This design comes from an exercise in tuning for small area, a short achievable clock period and few clock cycles on the open sky130 flow, not from production work.
Function was checked by simulation only, so behaviour that the tests miss may differ from the original.

==> flow/design.v (excerpt) <==
module mac #(
    parameter int DATA_WIDTH    = 32,
    parameter int ADDR_LINES    = 5
) (
    input  logic                        clk_i,
    input  logic                        rstn_i,
    input  logic [DATA_WIDTH-1:0]       signal_i,
    input  logic                        wr_en_i,
    input  logic                        last_i,
    input  logic [ADDR_LINES-1:0]       terms_i,
    output logic                        full_o,
    output logic                        empty_o,
    output logic                        idle_o,
    output logic [DATA_WIDTH-1:0]       result_o,
    output logic                        done_o
);
    localparam int D  = 8;               
    localparam int SW = 3;               
    logic [1023:0] st;       
    logic [5:0]    count;
    logic          run;      
    logic          zrun;     
    logic [2:0]    g;        
    wire           busy = run | zrun;
    wire           wr   = wr_en_i & ~busy & ~count[5];
    always_ff @(posedge clk_i)
        for (int b = 0; b < 4; b++)
            if ((wr && count[4:3] == 2'(b)) || (run && (g == 3'(b) || (pr != 3'd0 && nl[4:3] == 2'(b))))) begin
                st[b*256 +: 224]     <= st[b*256+32 +: 224];
                st[b*256+224 +: 32]  <= run ? st[b*256 +: 32] : signal_i;
            end
    assign idle_o  = ~wr_en_i;
    logic [4:0]    nl;       
    wire  [4:0]    tq = terms_i;
    logic [SW-1:0] s;        
    logic [4:0]    it;       
    logic [SW-1:0] s0;       
    logic [SW-1:0] pr;       
    wire           lastg = (g == {1'b0, nl[4:3]});
    wire  [31:0]   a0r;      
    first_rom u_first (.k(terms_i), .q(a0r));
    wire           fin_done;   
    wire           start = ~busy & last_i;
    wire  [4:0]    ncount = count[4:0] + {4'd0, wr} - 5'd1;
    always_ff @(posedge clk_i or negedge rstn_i) begin
        if (!rstn_i) begin
            count   <= 6'd0;
            full_o  <= 1'b0;
            empty_o <= 1'b1;
            run     <= 1'b0;
            zrun    <= 1'b0;
        end else begin
            if (wr) begin
                count   <= count + 6'd1;
                full_o  <= (count == 6'd31);
                empty_o <= 1'b0;
            end
            if (start) begin
                run  <= (terms_i != 5'd0);
                zrun <= (terms_i == 5'd0);
            end else if (fin_done) begin
                run     <= 1'b0;
  ...
Size: roughly 1700 flip-flops.
make LEC_CHECK=0 CAP_MARGIN=20 CORE_MARGIN=2 CORE_UTILIZATION=65 CTS_CLUSTER_DIAMETER=100 CTS_CLUSTER_SIZE=24 SETUP_SLACK_MARGIN=3.2 SLEW_MARGIN=20 finish   # period 6.0 ns
run.sh (not shown) runs the stock make flow with config.mk's settings and CLKGATE_MAP_FILE= SYNTH_SCRIPT=/design/flow/synth_recipe.tcl, a recipe that flattens the netlist after the stock synthesis.
Testbench counts at the start, summed over its fixed seeds: cycles 14,498.
Change:
CORE_UTILIZATION = 67   (was 65)
CTS_CLUSTER_DIAMETER = 80   (was 100)
CTS_CLUSTER_SIZE = 22   (was 24)
=> Clock-buffer cell count goes down by 1; cell count goes down by 0.47%; routed wire length goes up by 2.7%; setup slack degrades by 0.060 ns; register-to-register slack degrades by 0.06 ns.
Change:
CORE_UTILIZATION = 65   (was 67)
CTS_CLUSTER_SIZE = 24   (was 22)
Final area barely changes.
Register-to-register slack gets better by 0.08 ns.
Wire length went down by 2.3%.
Setup slack gets better by 0.082 ns.
Clock skew fell by 0.013 ns.
Clock-buffer cell count climbs by 3.
Die area went up by 3.0%.
Non-clock buffer count rises by 27.
Change:
SETUP_SLACK_MARGIN = 3.25   (was 3.2)
Effect:
- The changed run completed with no timing, DRC or antenna violations
- global-route usage hardly moves
- cell area stays flat
- die area is unchanged
- wire length climbs by 0.37%
- core utilization climbs by 0.16 points
- worst setup slack loses 0.0039 ns
- sequential share of layout area drops by 0.11 points
- worst hold slack is about the same
- count of clock-buffer cells in the layout does not change
- synthesized area stays the same

* * *

mac again, from the RTL that the note above started with.
make LEC_CHECK=0 CAP_MARGIN=20 CORE_MARGIN=2 CORE_UTILIZATION=65 CTS_CLUSTER_DIAMETER=100 CTS_CLUSTER_SIZE=24 SETUP_SLACK_MARGIN=3.0 SLEW_MARGIN=20 finish   # period 6.0 ns
Testbench counts at the start, summed over its fixed seeds: cycles 14,498.
==> next run, changes <==
Settings changed: CORE_UTILIZATION 65 to 67, CTS_CLUSTER_SIZE 24 to 22, SETUP_SLACK_MARGIN 3.0 to 3.2.
=>
- sequential share of layout area is lower by 0.11 points
- die area goes down by a few percent
- worst hold slack improves by 0.0063 ns
- synthesized area does not change
- wire length came out higher slightly
- final area is higher slightly
- global-route usage went up by 1.4 points
==> next run, changes <==
Settings changed: CORE_UTILIZATION 67 to 65, CTS_CLUSTER_SIZE 22 to 24, SETUP_SLACK_MARGIN 3.2 to 3.1.
The changed run passed the timing, DRC and antenna checks. Die area is higher by a few percent. Utilization is lower by 1.6 points. Synthesized cell count does not change. Area after synthesis stays the same. Routed wire length is lower slightly. Cell area hardly moves. Global-route usage is lower by 1.3 points.
==> next run, changes <==
Settings changed: SETUP_SLACK_MARGIN 3.1 to 3.3.
Setup slack improved by 0.018 ns.
Area after synthesis does not change.
Routed wire length rises by 2.0%.
Non-clock buffer count rose by 29.
Maximum frequency is higher by 0.62%.
Global-route usage came out higher by 0.45 points.
Via count came out higher by 1.1%.
Utilization climbs by 0.65 points.

-- static timing again, ports no longer ideal --
How much do the figures lean on ideal ports? The routed layouts below were timed once more, with nothing changed but the port constraints.
Step 1 assumes that a clkbuf_16 drives the clock port and a buf_2 every other input.
Step 2 also shifts input and output timing later by t, the mid clock arrival at the registers, as if the neighbouring blocks saw the same clock.
Three values: ideal, step 1, step 2; two values: the first two.
run | shift t [ns] | setup slack, ns | hold WS [ns] | pins driven straight from the clock port
the first run of note 1 | 0.778 | 3.147 / 3.147 / 2.486 | 0.313 / 0.313 / 0.313 | 1
the second run of note 1 | 0.784 | 3.088 / 3.088 / 2.473 | 0.317 / 0.317 / 0.317 | 1
the third run of note 1 | 0.801 | 3.169 / 3.169 / 2.418 | 0.329 / 0.329 / 0.329 | 1
the fourth run of note 1 | 0.796 | 3.165 / 3.165 / 2.513 | 0.328 / 0.328 / 0.328 | 1
the first run of note 2 | 0.774 | 2.995 / 2.949 / 2.174 | 0.320 / 0.320 / 0.320 | 1
the second run of note 2 | 0.775 | 3.146 / 3.146 / 2.458 | 0.326 / 0.326 / 0.326 | 1
the third run of note 2 | 0.782 | 3.122 / 3.063 / 2.314 | 0.314 / 0.314 / 0.314 | 1
the fourth run of note 2 | 0.783 | 3.140 / 3.140 / 2.546 | 0.322 / 0.322 / 0.322 | 1
After both steps setup and hold are still met in every run listed. The setup slack of the first run of note 2, which loses most, moves by -0.046 ns with the drivers and by -0.821 ns with both steps.
